From an optimization exercise on the open Yosys and OpenROAD flow, aimed at small area, a short achievable clock period and few clock cycles; shortcuts taken in it are not production practice.
Only simulation tests tie the RTL to the original design; equivalence was not proved.
Power is estimated from default activity; no workload was simulated.

File: flow/run.sh
#!/bin/bash
# synth_recipe.tcl (not shown) runs the flow's synth.tcl, then flattens the netlist and writes it again
# the make line also repeats each setting of config.mk as NAME=value (left out here)
make -C /OpenROAD-flow-scripts/flow DESIGN_CONFIG=/design/flow/config.mk WORK_HOME=/design/flow/orfs CLKGATE_MAP_FILE= SYNTH_SCRIPT=/design/flow/synth_recipe.tcl finish
File: flow/config.mk
export PLATFORM = sky130hd
export DESIGN_NAME = mips
export DESIGN_NICKNAME = mips
export VERILOG_FILES = /design/flow/design.v
export SDC_FILE = /design/flow/constraint.sdc
export NUM_CORES = 4
export LEC_CHECK = 0
export CAP_MARGIN = 20
export CORE_MARGIN = 2
export CORE_UTILIZATION = 30
export PLACE_DENSITY = 0.5
export SLEW_MARGIN = 20
File: flow/constraint.sdc
create_clock -name core_clock -period 9.0 [get_ports {clk}]
set_input_delay 1.8000 -clock core_clock [delete_from_list [all_inputs] [get_ports {clk}]]
set_output_delay 1.8000 -clock core_clock [all_outputs]
set_load 0.01 [all_outputs]
File: flow/design.v
module mips(
    input         clk,
    input         reset,
    output [31:0] i_addr,
    input  [31:0] i_data,
    output [31:0] d_addr,
    output [31:0] d_wdata,
    output        d_we,
    input  [31:0] d_rdata,
    output        rf_we,
    output [4:0]  rf_waddr,
    output [31:0] rf_wdata,
    output [31:0] rf_wpc
);
    localparam [19:0] PC_HI = 20'h00003;
    reg  [9:0]  pc_f;
    wire        stall;
    wire        redirect;
    wire [9:0]  target;
    wire [9:0]  pc_f1 = pc_f + 10'd1;
    always @(posedge clk) begin
        if (reset)        pc_f <= 10'h000;
        else if (!stall)  pc_f <= redirect ? target : pc_f1;
    end
    assign i_addr = {PC_HI, pc_f, 2'b00};
    reg  [31:0] ir_d;
    reg  [9:0]  pc_d;
    always @(posedge clk) begin
        if (reset) begin
            ir_d[31:26] <= 6'd0;
            ir_d[5:0]   <= 6'd0;
        end else if (!stall) begin
            ir_d[31:26] <= i_data[31:26];
            ir_d[5:0]   <= i_data[5:0];
        end
        if (!stall) begin
            ir_d[25:6] <= i_data[25:6];
            pc_d       <= pc_f;
        end
    end
    wire [5:0]  op = ir_d[31:26], fn = ir_d[5:0];
    wire [4:0]  rs = ir_d[25:21], rt = ir_d[20:16], rd = ir_d[15:11];
    wire [15:0] imm = ir_d[15:0];
    wire sp      = (op == 6'h00);
    wire i_addu  = sp && fn == 6'h21;
    wire i_subu  = sp && fn == 6'h23;
    wire i_rotrv = sp && fn == 6'h06;
    wire i_jr    = sp && fn == 6'h08;
    wire i_clz   = (op == 6'h1c) && fn == 6'h20;
    wire i_ori   = (op == 6'h0d);
    wire i_lui   = (op == 6'h0f);
    wire i_lw    = (op == 6'h23);
    wire i_lb    = (op == 6'h20);
    wire i_sw    = (op == 6'h2b);
    wire i_beq   = (op == 6'h04);
    wire i_blez  = (op == 6'h06);
    wire i_bltzal= (op == 6'h01);
    wire i_j     = (op == 6'h02);
    wire i_jal   = (op == 6'h03);
    wire i_load  = i_lw | i_lb;
    wire i_link  = i_jal | i_bltzal;
    wire i_rtype = i_addu | i_subu | i_rotrv | i_clz;
    wire use_rs  = i_rtype | i_ori | i_load | i_sw;         
    wire use_rt  = i_addu | i_subu | i_rotrv;               
    wire br_rs   = i_beq | i_blez | i_bltzal | i_jr;        
    wire br_rt   = i_beq;                                   
    wire [4:0] dst_d = i_rtype ? rd : (i_ori | i_lui | i_load) ? rt : i_link ? 5'd31 : 5'd0;
    reg  [31:0] rf [1:31];
    reg  [31:0] res_w;
    reg  [4:0]  dst_w;
    integer k;
    always @(posedge clk) begin
        if (reset) begin
            for (k = 1; k < 32; k = k + 1) rf[k] <= 32'd0;
        end else if (dst_w != 5'd0) begin
            rf[dst_w] <= res_w;
        end
    end
    wire [31:0] rf_a = (rs == 5'd0) ? 32'd0 : rf[rs];
    wire [31:0] rf_b = (rt == 5'd0) ? 32'd0 : rf[rt];
    reg  [4:0]  dst_e, dst_m;
    reg         load_e, load_m;
    reg  [31:0] res_m;
    wire a_fm = (rs == dst_m) && !load_m && dst_m != 5'd0;
    wire a_fw = (rs == dst_w) && dst_w != 5'd0;
    wire b_fm = (rt == dst_m) && !load_m && dst_m != 5'd0;
    wire b_fw = (rt == dst_w) && dst_w != 5'd0;
    wire [31:0] va = a_fm ? res_m : a_fw ? res_w : rf_a;
    wire [31:0] vb = b_fm ? res_m : b_fw ? res_w : rf_b;
    wire a_zero = (va == 32'd0);
    wire taken  = (i_beq && va == vb) || (i_blez && (va[31] || a_zero)) || (i_bltzal && va[31]);
    assign redirect = taken | i_j | i_jal | i_jr;
    assign target = (i_j | i_jal) ? ir_d[9:0] : i_jr ? va[11:2] : (pc_f + imm[9:0]);
    wire rs_e = (rs == dst_e) && dst_e != 5'd0;
    wire rt_e = (rt == dst_e) && dst_e != 5'd0;
    wire rs_ml = (rs == dst_m) && load_m && dst_m != 5'd0;
    wire rt_ml = (rt == dst_m) && load_m && dst_m != 5'd0;
    assign stall = (br_rs && (rs_e || rs_ml)) || (br_rt && (rt_e || rt_ml)) ||
                   (load_e && ((use_rs && rs_e) || (use_rt && rt_e)));
    reg  [31:0] a_e, b_e;
    reg  [15:0] imm_e;
    reg  [9:0]  pc_e;
    reg         a_sm, a_sw, b_sm, b_sw, use_imm_e;
    reg         add_e, sub_e, or_e, rot_e, clz_e, lui_e, sext_e;
    reg         lb_e, sw_e, sdw_e;
    wire [31:0] link_d = {PC_HI, pc_f1, 2'b00};
    always @(posedge clk) begin
        if (reset || stall) begin
            dst_e <= 5'd0; load_e <= 1'b0; lb_e <= 1'b0; sw_e <= 1'b0;
        end else begin
            dst_e <= dst_d; load_e <= i_load; lb_e <= i_lb; sw_e <= i_sw;
        end
        a_e   <= i_link ? link_d : va;
        b_e   <= vb;
        imm_e <= imm;
        pc_e  <= pc_d;
        a_sm  <= use_rs && rs_e;
        a_sw  <= use_rs && !rs_e && (rs == dst_m) && dst_m != 5'd0;
        b_sm  <= (use_rt | i_sw) && rt_e;
        b_sw  <= (use_rt | i_sw) && !rt_e && (rt == dst_m) && dst_m != 5'd0;
        sdw_e <= i_sw && rt_e && load_e;
        use_imm_e <= i_ori | i_lui | i_load | i_sw;
        add_e <= i_addu | i_load | i_sw;
        sub_e <= i_subu;
        or_e  <= i_ori | i_lui | i_link;
        rot_e <= i_rotrv;
        clz_e <= i_clz;
        lui_e <= i_lui;
        sext_e <= i_load | i_sw;
    end
    wire [31:0] A  = a_sm ? res_m : a_sw ? res_w : (lui_e ? 32'd0 : a_e);
    wire [31:0] Bf = b_sm ? res_m : b_sw ? res_w : b_e;
    wire [31:0] immx = lui_e ? {imm_e, 16'd0} : {{16{sext_e & imm_e[15]}}, imm_e};
    wire [31:0] B  = use_imm_e ? immx : Bf;
    wire [31:0] sum = A + (sub_e ? ~B : B) + {31'd0, sub_e};
    wire [31:0] orr = A | (or_e & ~use_imm_e ? 32'd0 : B);
    wire [31:0] rot = (B >> A[4:0]) | (B << (6'd32 - {1'b0, A[4:0]}));
    reg  [5:0]  cnt;
    integer i;
    always @(*) begin
        cnt = 6'd32;
        for (i = 0; i < 32; i = i + 1)
            if (A[i]) cnt = 6'd31 - i[5:0];
    end
    wire [31:0] res_e = (add_e | sub_e) ? sum :
                        rot_e ? rot :
                        clz_e ? {26'd0, cnt} : orr;
    reg  [31:0] sd_m;
    reg  [9:0]  pc_m;
    reg         lb_m, sw_m, sdw_m;
    always @(posedge clk) begin
        if (reset) begin
            dst_m <= 5'd0; load_m <= 1'b0; lb_m <= 1'b0; sw_m <= 1'b0;
        end else begin
            dst_m <= dst_e; load_m <= load_e; lb_m <= lb_e; sw_m <= sw_e;
        end
        res_m <= res_e;
        sd_m  <= Bf;
        sdw_m <= sdw_e;
        pc_m  <= pc_e;
    end
    assign d_addr  = res_m;
    assign d_wdata = sdw_m ? res_w : sd_m;
    assign d_we    = sw_m;
    reg [7:0] byte_m;
    always @(*) begin
        case (res_m[1:0])
            2'd0: byte_m = d_rdata[7:0];
            2'd1: byte_m = d_rdata[15:8];
            2'd2: byte_m = d_rdata[23:16];
            default: byte_m = d_rdata[31:24];
        endcase
    end
    wire [31:0] ld_m = lb_m ? {{24{byte_m[7]}}, byte_m} : d_rdata;
    reg [9:0] pc_w;
    always @(posedge clk) begin
        if (reset) dst_w <= 5'd0;
        else       dst_w <= dst_m;
        res_w <= load_m ? ld_m : res_m;
        pc_w  <= pc_m;
    end
    assign rf_we    = (dst_w != 5'd0);
    assign rf_waddr = dst_w;
    assign rf_wdata = res_w;
    assign rf_wpc   = {PC_HI, pc_w, 2'b00};
endmodule
==> results of run 1 <==
worst paths after layout:
kind,start,end,slack [ns],depth (start not counted)
max,dst_w[3],pc_f[4],2.69,11
min,pc_e[9],pc_m[9],0.33,0
max reg2reg,dst_w[3],pc_f[4],2.69,11
min reg2reg,pc_e[9],pc_m[9],0.33,0
critical path, cell delays in order (launching register included):
cell and delay (ns):
dfxtp_1 0.46, or3_2 0.98, o311a_1 0.57, a211o_2 0.65, a211o_1 0.44, a31oi_1 0.85
xnor2_1 0.20, nand2_1 0.08, nor4_1 0.63, a41oi_4 0.53, or4_1 0.63, o2111ai_1 0.12
per-stage QoR:
step / hold WS, ns / utilization / cells / total power, mW / setup slack, ns
final: 0.326 / 0.348 / 9531 / 18.4 / 2.69
after global routing: 0.330 / 0.348 / 9521 / 18.8 / 2.68
after CTS: 0.325 / 0.348 / 9520 / 18.3 / 2.71
after detailed placement: 0.312 / 0.327 / 9238 / 11.9 / 2.69
after global placement: 0.310 / 0.327 / 9237 / 11.9 / 2.41
after floorplan: 0.310 / - / 6160 / 9.75 / 3.69
cells in the final DEF (no fill, tap or decap), drive strengths merged, types with 19 or more instances in the layout:
master,count
a22oi,48
inv,80
nand3,62
a221oi,70
o21a,19
a221o,32
and2,727
a21o,31
o22ai,40
conb,76
a31oi,32
mux2i,333
buf,232
nor2b,69
a32o,24
dfxtp,273
a211o,35
edfxtp,1054
nand2,329
o21ai,176
nor4,27
clkbuf,184
nand2b,20
nor3,369
xnor2,98
clkinv,80
xor2,35
a21oi,207
ha,43
mux4,493
mux2,90
clkdlybuf4s50,187
and3,31
a211oi,64
nor2,278
o211ai,22
final cells by class:
type | count | share of cell area
antenna | 11 | 0.000321
clock inverter | 98 | 0.0122
timing repair buffer | 419 | 0.0442
sequential | 1327 | 0.434
inverter | 79 | 0.00352
multi-input combinational | 4101 | 0.410
clock buffer | 184 | 0.0475
tap | 3312 | 0.0484
cells by family (layout without fill, tap and decap cells):
logic type / count (synthesis) / in the layout / share of synthesized area
compound gates: 932 / 932 / 0.0860
xor+xnor: 133 / 133 / 0.0156
fa+ha+maj: 45 / 45 / 0.00776
buf+inv: 732 / 780 / 0.0433
flops: 1327 / 1327 / 0.498
mux: 916 / 916 / 0.207
other cells: 2 / 87 / 0.000101
simple gates: 1999 / 1999 / 0.142
report_power, final:
| part | switching (mW) | internal [mW] |
|---|---|---|
| Clock | 2.80 | 3.66 |
| Combinational | 2.97 | 1.52 |
| Sequential | 0.436 | 6.99 |
flip-flops by register name, indices dropped and copies added (netlist names), 5 cells and up, named ones only:
register	count
dst_e	5
pc_m	10
res_w	32
pc_d	10
dst_w	5
imm_e	16
pc_e	10
dst_m	5
pc_f	10
rf	1024
ir_d	32
pc_w	10
res_m	32
a_e	32
sd_m	32
b_e	32
routing by layer:
| layer | GRT usage | share of wire | up-vias |
|---|---|---|---|
| met1 | 0.332 | 0.39 | 28900 |
| met5 | 0 | 0.000070 | - |
| met3 | 0.0502 | 0.089 | 686 |
| met4 | 0.129 | 0.057 | 4 |
| met2 | 0.406 | 0.46 | 3257 |
| li1 | - | - | 23000 |
==> summary.md, run 1 <==
| Metric | Value |
|---|---|
| Layout cells sized above 1 | `0.193` |
| Slew @ Worst Pin | `1.24 ns` |
| Synth top cells by count | `edfxtp_1, and2_1, mux4_2` |
| Largest net degree at the start of global routing | `97` |
| Vias in the first global route | `54200` |
| Setup Buffers After CTS | `0` |
| Critical Path RT | `9.75 ns` |
| WP data arrival | `7.06 ns` |
| CTS Buffer Depth | `3` |
| Min-Delay Path Class | `reg -> reg` |
| RSZ-0062 raised after global routing | `false` |
| Maximum clock rate | `159 MHz` |
| GRT overflow | `0` |
| Netlist cell types | `93` |
| # rows | `182` |
| Initial antenna violation count | `24` |
| Final hold viol count | `0` |
| Via density | `5.86` |
| Tmin final | `6.31 ns` |
| CTS tree | `yes` |
| GPL Wtd Cong | `0.960` |
| Max rail drop VDD | `223 uV` |
| Rel. slew slack | `0.164` |
| Drt total wl | `330000 um` |
| Die Area | `252000 um2` |
| CP Class | `reg -> reg` |
| Post-synthesis average cell area | `12.2 um2` |
| Synth area leader | `edfxtp_1` |
| Synth Flop Type | `edfxtp_1` |
| Final setup vio count | `0` |
| Multi-input logic area | `35200 um2` |
| Hold Buf Count CTS | `0` |
| Layout fillers | `24200` |
| LEAKAGE | `30.7 nW` |
| Htree depth | `4` |
| IO Count | `233` |
| Final instance area | `85700 um2` |
| Root Buffer | `clkbuf_16` |
| Seq/Total Area, Yosys | `0.498` |
| Fin Clk Skew | `0.0536 ns` |
| Vias | `55900` |
| Total Routing Usage GR | `0.256` |
| Slew Viols, Final | `0` |
| Width of the die | `502 um` |
| Layout net count | `6193` |
| YS warnings | `1` |
| Clock latency on the worst-skew pair | `0.85 ns` |
| Fin crit share | `0.701` |
| Worst setup SP type | `flip-flop` |
| Final ANT Viol Nets | `0` |
| Power per cell area | `214 nW/um2` |
| PostCTS Resize Cnt | `0` |
| Initial Util | `0.302` |
| Cell with the most instances after synthesis | `edfxtp_1` |
| Worst-path clk slew | `0.07 ns` |
| CTS sink cnt | `1327` |
| Post-Syn Area | `74500 um2` |
| DRT iter0 DRCs | `7427` |
| #FFs+latches synth | `1327` |
| Dpl hpwl | `218000 um` |
| Placed cell areas | `80500 um2` |
| Area delta synth->final | `15.0%` |
| Drt pass-1 iters | `6` |
| Status | `complete, no violations` |
| Gate Count Post-Synth | `6086` |
| Fin Setup TNS | `0 ns` |
| Max_cap viols | `0` |
| Die Y | `502 um` |
| DR DRC count | `0` |
| FFs w/ async S/R, synth | `0` |
| Synth area leaders | `edfxtp_1, mux4_2, dfxtp_1, and2_1, mux2i_1` |
| Port-buffer cells | `188` |
| DR WL/cell | `34.6 um` |
| Post-synth EDFFs | `1054` |
| Global-route wire length before repair | `452000 um` |
| Crit end category | `flip-flop` |
| Post-synth top area share | `0.425` |
| Core area | `246000 um2` |
| CP max FO | `38` |
| Area occupied by registers | `37200 um2` |
| CTS buffer count | `154` |
Testbench counts, summed over its fixed seeds: cycles 173,019.
==> run 2, diff against run 1 <==
--- a/flow/config.mk
+++ b/flow/config.mk
@@ -7,2 +7,3 @@
 export LEC_CHECK = 0
+export ABC_CLOCK_PERIOD_IN_PS = 3500
 export CAP_MARGIN = 20
@@ -11,2 +12,3 @@
 export PLACE_DENSITY = 0.5
+export SETUP_SLACK_MARGIN = 5
 export SLEW_MARGIN = 20
==> summary.md, run 2 <==
| Metric | Value |
|---|---|
| Crit path buffers/inverters | `4 (+4)` |
| Initial Util | `0.302 (unchanged)` |
| Dpl hpwl | `216000 um (-0.78%)` |
| Root Buffer | `clkbuf_16` |
| WP data arrival | `5.20 ns (-1.86 ns)` |
| Final ANT Viol Nets | `0 (unchanged)` |
| Fin Setup TNS | `0 ns (unchanged)` |
| DR WL/cell | `35.9 um (+3.7%)` |
| Initial antenna violation count | `34 (+42%)` |
| Met2 Usage GRT | `0.420 (+0.0139)` |
| Maximum clock rate | `222 MHz (+40%)` |
| CP Cell Sequence | `clkbuf_4 -> bufbuf_16 -> mux4_2 -> mux2_2 -> o22ai_2 -> a211oi_1 -> a221o_1 -> xnor2_1 -> nand4_1 -> nor3_4 -> buf_12 -> a41oi_4 -> buf_6 -> o311ai_2` |
| Final worst slack | `4.50 ns (+1.81 ns)` |
| Synth area leaders | `edfxtp_1, mux4_2, dfxtp_1, and2_1, mux2i_1` |
| Width of the die | `502 um (unchanged)` |
| Htree depth | `4 (unchanged)` |
| Cell with the most instances after synthesis | `edfxtp_1` |
| Synth area leader | `edfxtp_1` |
| Final instance area | `90200 um2 (+5.2%)` |
| Reg2Reg Depth | `14 (+3)` |
| LEAKAGE | `32.6 nW (+6.2%)` |
| Final hold viol count | `0 (unchanged)` |
| FFs w/ async S/R, synth | `0 (unchanged)` |
| Core area | `246000 um2 (unchanged)` |
| CTS sink cnt | `1327 (unchanged)` |
| Via density | `5.99 (+2.1%)` |
| Clock latency on the worst-skew pair | `0.86 ns (about the same)` |
| DR DRC count | `0 (unchanged)` |
| Slew Viols, Final | `0 (unchanged)` |
| Worst-path clk slew | `0.06 ns (about the same)` |
| CTS buffer count | `151 (-1.9%)` |
| Port-buffer cells | `188 (unchanged)` |
| Tmin final | `4.50 ns (-1.81 ns)` |
| Vias | `58200 (+4.1%)` |
| Die Y | `502 um (unchanged)` |
| IO Count | `233 (unchanged)` |
| Top reg by flops | `rf` |
| Met1 Resource Use GR | `0.344 (+0.0121)` |
| Seq/Total Area, Yosys | `0.498 (unchanged)` |
| #FFs+latches synth | `1327 (unchanged)` |
| Drt total wl | `349000 um (+5.7%)` |
| Pre-CTS setup slack | `3.13 ns (+0.438 ns)` |
| Slew @ Worst Pin | `1.19 ns (-0.0556 ns)` |
| Most frequent cells in the layout | `edfxtp_1, and2_1, mux4_2, nor3_1, nand2_1` |
| Commonest non-fill, non-tap cell in the layout | `edfxtp_1` |
| Crit path max-delay family | `compound AO/OA/AOI/OAI gates` |
| Post-synth EDFFs | `1054 (unchanged)` |
| Drt pass-1 iters | `8 (+2)` |
| Met3 track demand over resource | `0.0636 (+0.0134)` |
| # rows | `182 (unchanged)` |
| Global route hottest layer | `met2` |
| Synth top cells by count | `edfxtp_1, and2_1, mux4_2` |
| Crit-path max cell delay | `0.48 ns (-0.50 ns)` |
| Area delta synth->final | `21.1%` |
| Netlist cell types | `93 (unchanged)` |
| Global-route wire length before repair | `474000 um (+4.8%)` |
| DRT iter0 DRCs | `8329 (+12%)` |
| Max rail drop VDD | `227 uV (+1.5%)` |
| YS warnings | `1 (unchanged)` |
| CP Class | `reg -> reg` |
| Hold depth | `0 (unchanged)` |
| Status | `complete, no violations` |
| Worst setup SP type | `flip-flop` |
| RSZ-0062 raised after global routing | `true` |
| Final Power | `18.8 mW (+2.3%)` |
| Max_cap viols | `0 (unchanged)` |
| Largest net degree at the start of global routing | `68 (-30%)` |
| Fin Clk Skew | `0.0567 ns (+0.00312 ns)` |
| Post-synth top area share | `0.425 (unchanged)` |
| Final setup vio count | `0 (unchanged)` |
| GRT overflow | `0 (unchanged)` |
| Fin crit share | `0.500 (-0.201)` |
| Layout net count | `6381 (+3.0%)` |
| Min-Delay Endpoint | `pc_w[5]` |
| Post-synthesis average cell area | `12.2 um2 (unchanged)` |
| Power per cell area | `208 nW/um2 (-2.8%)` |
| CTS tree | `yes` |
| Crit end category | `flip-flop` |
| CP max FO | `19 (-50%)` |
| CTS Buffer Depth | `3 (unchanged)` |
| Setup slack, reg-to-reg | `4.50 ns (+1.81 ns)` |
| Hold Buf Count CTS | `0 (unchanged)` |
| R2R Path End | `pc_f[6]` |
| Die Area | `252000 um2 (unchanged)` |
| Total Routing Usage GR | `0.269 (+0.0136)` |
| Synth Flop Type | `edfxtp_1` |
| GPL Wtd Cong | `0.973 (+1.4%)` |
| Placed cell areas | `80400 um2 (-0.14%)` |
| Number of flip-flops in the largest register | `1024 (unchanged)` |
| Rel. slew slack | `0.208 (+0.0439)` |
| Vias in the first global route | `55600 (+2.5%)` |
| Gate Count Post-Synth | `6086 (unchanged)` |
| Critical Path RT | `9.70 ns (-0.05 ns)` |
| Layout fillers | `23700 (-2.0%)` |
| Layout cells sized above 1 | `0.256 (+0.0631)` |
| Min-Delay Path Class | `reg -> reg` |
| CP max stage cell | `dfxtp_4` |
| Post-Syn Area | `74500 um2 (unchanged)` |
| Hold_sp | `pc_m[5]` |
==> run 2: cell count changes in the layout (fill, tap and decap cells not counted), sizes merged, moves of 7 or more <==
cell and delta:
clkinv -7, bufbuf +24, buf +160, clkdlybuf4s50 -36, dlygate4sd2 +34, clkbuf +12
==> run 2: worst max path at each step <==
stage / from / to / slack, ns / depth (start not counted)
global placement: dst_w[2] / pc_f[4] / 2.88 / 12
finish: flip-flop / pc_f[6] / 4.50 / 14
detailed placement: flip-flop / pc_f[4] / 3.13 / 12
CTS: flip-flop / pc_f[3] / 4.70 / 15
floorplan: reset / rf[12][0] / 4.54 / 4
global route: flip-flop / pc_f[3] / 4.57 / 14
==> run 2: repair_timing <==
| action | CTS | global route |
|---|---|---|
| buffers inserted | 112 | 51 |
| pin swaps | 71 | 47 |
| endpoints found under the setup margin | 416 | 140 |
| gates resized for setup | 494 | 107 |
| gates cloned | 37 | 1 |
==> run 2: kinds of logic (layout without fill, tap and decap cells) <==
| group | after synthesis | after routing | synth area share |
|---|---|---|---|
| DFF | 1327 | 1327 | 0.498 |
| xor gates and xnor gates | 133 | 133 | 0.0156 |
| AOI/OAI and AO/OA | 932 | 934 | 0.0860 |
| and+or+nand+nor | 1999 | 2002 | 0.142 |
| adders and majority gates | 45 | 45 | 0.00776 |
| other | 2 | 81 | 0.000101 |
| buffers and inverters | 732 | 964 | 0.0433 |
| muxes | 916 | 916 | 0.207 |
==> run 2: power by group <==
part	leakage, nW	switching [mW]	internal [mW]	total [mW]
registers	13.2	0.470	7.00	7.47
clock network	2.44	2.82	3.48	6.30
logic	17.0	3.18	1.84	5.02
total	32.6	6.47	12.3	18.8
==> run 2: per-stage QoR <==
| stage | hold WS (ns) | cells | utilization |
|---|---|---|---|
| floorplan | 0.310 | 6160 | - |
| global placement | 0.310 | 9227 | 0.326 |
| detailed placement | 0.312 | 9227 | 0.326 |
| CTS | 0.317 | 9656 | 0.362 |
| global route | 0.324 | 9710 | 0.366 |
| finish | 0.311 | 9714 | 0.366 |
==> run 2: layout make-up <==
type | count | area (um2) | area share
flip-flops and latches | 1327 | 37300 | 0.413
multi-input cells | 4106 | 36600 | 0.405
repair buffers | 605 | 6880 | 0.0763
well taps | 3312 | 4140 | 0.0459
clock buffers | 193 | 4120 | 0.0457
clock inverters | 87 | 830 | 0.00920
inverters | 79 | 380 | 0.00422
diodes | 5 | 12.5 | 0.000139
==> run 2: metal layers <==
metal	up-vias	part of all wire	wire [um]
met3	861	0.10	35700
met1	30000	0.38	133000
met2	3884	0.45	157000
li1	23400	-	-
met5	-	0.00038	134
met4	18	0.065	22800
==> run 3, diff against run 2 <==
--- a/flow/design.v
+++ b/flow/design.v
@@ -70,12 +70,13 @@
     reg  [4:0]  dst_w;
-    integer k;
-    always @(posedge clk) begin
-        if (reset) begin
-            for (k = 1; k < 32; k = k + 1) rf[k] <= 32'd0;
-        end else if (dst_w != 5'd0) begin
-            rf[dst_w] <= res_w;
-        end
-    end
-    wire [31:0] rf_a = (rs == 5'd0) ? 32'd0 : rf[rs];
-    wire [31:0] rf_b = (rt == 5'd0) ? 32'd0 : rf[rt];
+    reg         we_w;
+    wire [31:0] wd = res_w & {32{~reset}};
+    genvar g;
+    generate for (g = 1; g < 32; g = g + 1) begin : rfw
+        always @(posedge clk)
+            if (reset || (we_w && dst_w == g)) rf[g] <= wd;
+    end endgenerate
+    wire [4:0]  rs_f = i_data[25:21], rt_f = i_data[20:16];
+    wire [31:0] rf_a = (rs_f == 5'd0) ? 32'd0 : (we_w && rs_f == dst_w) ? res_w : rf[rs_f];
+    wire [31:0] rf_b = (rt_f == 5'd0) ? 32'd0 : (we_w && rt_f == dst_w) ? res_w : rf[rt_f];
+    reg  [31:0] a_d, b_d;
     reg  [4:0]  dst_e, dst_m;
@@ -84,7 +85,11 @@
     wire a_fm = (rs == dst_m) && !load_m && dst_m != 5'd0;
-    wire a_fw = (rs == dst_w) && dst_w != 5'd0;
+    wire a_fw = (rs == dst_w) && we_w;
     wire b_fm = (rt == dst_m) && !load_m && dst_m != 5'd0;
-    wire b_fw = (rt == dst_w) && dst_w != 5'd0;
-    wire [31:0] va = a_fm ? res_m : a_fw ? res_w : rf_a;
-    wire [31:0] vb = b_fm ? res_m : b_fw ? res_w : rf_b;
+    wire b_fw = (rt == dst_w) && we_w;
+    wire [31:0] va = a_fm ? res_m : a_fw ? res_w : a_d;
+    wire [31:0] vb = b_fm ? res_m : b_fw ? res_w : b_d;
+    always @(posedge clk) begin
+        a_d <= stall ? va : rf_a;
+        b_d <= stall ? vb : rf_b;
+    end
     wire a_zero = (va == 32'd0);
@@ -104,3 +109,3 @@
     reg         add_e, sub_e, or_e, rot_e, clz_e, lui_e, sext_e;
-    reg         lb_e, sw_e, sdw_e;
+    reg         lb_e, sw_e, sdl_e;
     wire [31:0] link_d = {PC_HI, pc_f1, 2'b00};
@@ -120,3 +125,3 @@
         b_sw  <= (use_rt | i_sw) && !rt_e && (rt == dst_m) && dst_m != 5'd0;
-        sdw_e <= i_sw && rt_e && load_e;
+        sdl_e <= i_sw && rt_e && load_e;
         use_imm_e <= i_ori | i_lui | i_load | i_sw;
@@ -149,17 +154,3 @@
     reg  [9:0]  pc_m;
-    reg         lb_m, sw_m, sdw_m;
-    always @(posedge clk) begin
-        if (reset) begin
-            dst_m <= 5'd0; load_m <= 1'b0; lb_m <= 1'b0; sw_m <= 1'b0;
-        end else begin
-            dst_m <= dst_e; load_m <= load_e; lb_m <= lb_e; sw_m <= sw_e;
-        end
-        res_m <= res_e;
-        sd_m  <= Bf;
-        sdw_m <= sdw_e;
-        pc_m  <= pc_e;
-    end
-    assign d_addr  = res_m;
-    assign d_wdata = sdw_m ? res_w : sd_m;
-    assign d_we    = sw_m;
+    reg         lb_m, sw_m;
     reg [7:0] byte_m;
@@ -174,6 +165,20 @@
     wire [31:0] ld_m = lb_m ? {{24{byte_m[7]}}, byte_m} : d_rdata;
+    always @(posedge clk) begin
+        if (reset) begin
+            dst_m <= 5'd0; load_m <= 1'b0; lb_m <= 1'b0; sw_m <= 1'b0;
+        end else begin
+            dst_m <= dst_e; load_m <= load_e; lb_m <= lb_e; sw_m <= sw_e;
+        end
+        res_m <= res_e;
+        sd_m  <= sdl_e ? ld_m : Bf;
+        pc_m  <= pc_e;
+    end
+    assign d_addr  = res_m;
+    assign d_wdata = sd_m;
+    assign d_we    = sw_m;
     reg [9:0] pc_w;
     always @(posedge clk) begin
-        if (reset) dst_w <= 5'd0;
-        else       dst_w <= dst_m;
+        if (reset) we_w <= 1'b0;
+        else       we_w <= (dst_m != 5'd0);
+        dst_w <= dst_m;
         res_w <= load_m ? ld_m : res_m;
@@ -181,3 +186,3 @@
     end
-    assign rf_we    = (dst_w != 5'd0);
+    assign rf_we    = we_w;
     assign rf_waddr = dst_w;
--- a/flow/config.mk
+++ b/flow/config.mk
@@ -7,3 +7,2 @@
 export LEC_CHECK = 0
-export ABC_CLOCK_PERIOD_IN_PS = 3500
 export CAP_MARGIN = 20
==> summary.md, run 3 <==
| Metric | Value |
|---|---|
| FFs w/ async S/R, synth | `0 (unchanged)` |
| Root Buffer | `clkbuf_16` |
| Setup slack, reg-to-reg | `4.49 ns (about the same)` |
| Hold Buf Count CTS | `0 (unchanged)` |
| Vias | `60500 (+4.0%)` |
| Width of the die | `465 um (-7.4%)` |
| Worst-path clk slew | `0.06 ns (about the same)` |
| Die Y | `465 um (-7.4%)` |
| DRT iter0 DRCs | `12800 (+54%)` |
| Seq/Total Area, Yosys | `0.583 (+0.0849)` |
| Clock latency on the worst-skew pair | `0.83 ns (-0.03 ns)` |
| Synth area leaders | `edfxtp_1, dfxtp_1, a22oi_1, mux2i_1, a21oi_1` |
| Htree depth | `4 (unchanged)` |
| CP max FO | `14 (-5)` |
| Post-synth top area share | `0.481 (+0.0557)` |
| Tmin final | `4.51 ns (+0.0110 ns)` |
| Post-route insts no fill | `8875 (-8.6%)` |
| Post-synthesis average cell area | `11.5 um2 (-6.4%)` |
| Max rail drop VDD | `195 uV (-14%)` |
| CTS sink cnt | `1349 (+1.7%)` |
| Gate Count Post-Synth | `5571 (-8.5%)` |
| Status | `complete, no violations` |
| Fin Setup TNS | `0 ns (unchanged)` |
| Max_cap viols | `0 (unchanged)` |
| Crit end category | `flip-flop` |
| Most frequent cells in the layout | `edfxtp_1, a22oi_1, nand2_1, buf_4, dfxtp_1` |
| Power per cell area | `261 nW/um2 (+25%)` |
| Final ANT Viol Nets | `0 (unchanged)` |
| Initial antenna violation count | `22 (-35%)` |
| CP Class | `reg -> reg` |
| Initial Util | `0.301 (-0.000950)` |
| DR WL/cell | `41.2 um (+15%)` |
| Slew @ Worst Pin | `1.34 ns (+0.153 ns)` |
| Dpl hpwl | `212000 um (-1.6%)` |
| IO Count | `233 (unchanged)` |
| Die Area | `217000 um2 (-14%)` |
| Number of flip-flops in the largest register | `992 (-3.1%)` |
| Layout net count | `6034 (-5.4%)` |
| Drt total wl | `366000 um (+5.0%)` |
| Largest net degree at the start of global routing | `61 (-10%)` |
| # rows | `169 (-7.1%)` |
| Post-Syn Area | `63900 um2 (-14%)` |
| Final hold viol count | `0 (unchanged)` |
| Rel. slew slack | `0.107 (-0.100)` |
| CTS Buffer Depth | `3 (unchanged)` |
| Drt pass-1 iters | `12 (+4)` |
| Synth area leader | `edfxtp_1` |
| GRT overflow | `0 (unchanged)` |
| Pre-CTS setup slack | `3.04 ns (-0.0938 ns)` |
| Placed Cells | `8387 (-9.1%)` |
| Commonest non-fill, non-tap cell in the layout | `edfxtp_1` |
| Top reg by flops | `rf` |
| Critical Path RT | `9.73 ns (+0.03 ns)` |
| Total Routing Usage GR | `0.321 (+0.0520)` |
| Fin Clk Skew | `0.0376 ns (-0.0192 ns)` |
| Vias in the first global route | `55400 (-0.35%)` |
| Port-buffer cells | `188 (unchanged)` |
| Cell with the most instances after synthesis | `edfxtp_1` |
| Synth Flop Type | `edfxtp_1` |
| Final setup vio count | `0 (unchanged)` |
| Global-route wire length before repair | `483000 um (+1.8%)` |
| Core area | `212000 um2 (-14%)` |
| DR DRC count | `0 (unchanged)` |
| WP data arrival | `5.24 ns (+0.04 ns)` |
| GPL Wtd Cong | `0.967 (-0.64%)` |
| Slew Viols, Final | `0 (unchanged)` |
| Min-Delay Path Class | `reg -> reg` |
| Post-synth EDFFs | `1022 (-3.0%)` |
| #FFs+latches synth | `1349 (+1.7%)` |
| Synth top cells by count | `edfxtp_1, a22oi_1, clkbuf_1` |
| RSZ-0062 raised after global routing | `true` |
| Fin crit share | `0.501 (+0.00122)` |
| Layout fillers | `20300 (-14%)` |
| Final worst slack | `4.49 ns (-0.0110 ns)` |
| Layout cells sized above 1 | `0.194 (-0.0617)` |
| Worst setup SP type | `flip-flop` |
| CTS buffer count | `142 (-6.0%)` |
| Area delta synth->final | `24.1%` |
| Netlist cell types | `90 (-3.2%)` |
| Maximum clock rate | `222 MHz (-0.24%)` |
| LEAKAGE | `27.8 nW (-15%)` |
| Via density | `6.81 (+14%)` |
| CTS tree | `yes` |
| YS warnings | `34 (+33)` |
-- run 3: cell count changes after synthesis, sizes merged, moves of 77 or more --
cell,change
nand3,+89
a22o,+152
and2,-713
o21ai,+118
nor3,-237
a22oi,+495
a221oi,+99
nand4,+152
a21oi,+96
mux2i,-168
mux4,-476
buf,-101
clkbuf,-77
-- run 3: path summary, 6_finish.rpt --
kind | to | cells after the start | startpoint
setup / recovery | pc_f[7] | 14 | ir_d[22]
hold reg to reg | pc_m[2] | 0 | pc_e[2]
setup reg to reg | pc_f[7] | 14 | ir_d[22]
hold / removal | pc_m[2] | 0 | pc_e[2]
-- run 3: report_power, final --
part | internal (mW) | switching (mW)
logic | 1.90 | 3.51
registers | 7.95 | 1.03
clock network | 3.62 | 2.69
-- run 3: routing by layer --
layer / track usage / wire length, um / vias up
li1: - / - / 22800
met1: 0.388 / 127000 / 29400
met2: 0.462 / 148000 / 6275
met3: 0.142 / 58000 / 1945
met4: 0.209 / 32600 / 20
met5: 0.00461 / 291 / -
-- run 3: area by class of cell --
cell class              count  area (um2)  area share
inverters                  54         279     0.00352
diodes                     13        32.5    0.000411
repair buffers            636        6300      0.0796
well taps                2821        3530      0.0446
clock buffers             186        3970      0.0500
flip-flops and latches   1349       37300       0.471
multi-input cells        3740       26900       0.339
clock inverters            76         920      0.0116
-- run 3: cells by family after synthesis --
family                     synth area share
AOI/OAI and AO/OA                     0.207
and+or+nand+nor                       0.108
DFF                                   0.583
buffers and inverters                0.0343
muxes                                0.0400
xor gates and xnor gates             0.0187
adders and majority gates           0.00905
other                              0.000118
-- run 3: stage by stage --
step           area [um2]  power, mW  hold slack [ns]  utilization
5_1_grt             79200       21.1            0.330        0.374
3_5_place_dp        70100       13.6            0.312        0.331
2_1_floorplan       64100       11.0            0.310            -
3_3_place_gp        70100       13.6            0.310        0.331
6_report            79200       20.7            0.325        0.374
4_1_cts             77900       20.1            0.326        0.368
-- run 3: worst max-delay path: stages, from the launching register on --
cell and delay, ns:
edfxtp_1 0.51, xor2_2 0.28, or4_4 0.54, buf_4 0.23
nor4_1 0.49, a31oi_4 0.08, buf_4 0.20, nor4_1 0.45
nand4_1 0.16, or4_4 0.58, o211ai_1 0.14, buf_4 0.17
a21oi_4 0.06, mux2_4 0.34, a211oi_2 0.20
-- run 3: repair_timing --
action / in CTS / in global routing
resized for setup: 355 / 157
setup endpoints to repair: 185 / 105
pin swaps: 82 / 68
buffers inserted: 138 / 53
gates cloned: 14 / 6
Testbench counts of run 3, summed over its fixed seeds: cycles 173,019.

==> re-timing with driven ports <==
In the flow no input, the clock included, has a driving cell. The finished layouts below were timed again as built, in two steps.
Step 1 (the two cells are an assumption about what drives the block):
set clk [get_ports {clk}]
set_driving_cell -lib_cell sky130_fd_sc_hd__clkbuf_16 $clk
set_driving_cell -lib_cell sky130_fd_sc_hd__buf_2 [delete_from_list [all_inputs] $clk]
Step 2 also shifts input and output timing later by t, the mid clock arrival at the registers, as if the neighbouring blocks saw the same clock.
Slacks: ideal ports / drivers / drivers and shift; pairs: ideal ports / drivers.
run | t (ns) | setup WS [ns] | clock arrival spread, ns
run 1 | 0.926 | 2.691 / 2.691 / 2.691 | 0.054 / 0.054
run 2 | 0.934 | 4.498 / 4.498 / 4.134 | 0.057 / 0.057
run 3 | 0.899 | 4.487 / 4.487 / 4.075 | 0.040 / 0.041
After both steps every run listed still meets setup and hold. The setup slack of run 3, which loses most, moves by 0.000 ns with the drivers and by -0.412 ns with both steps.
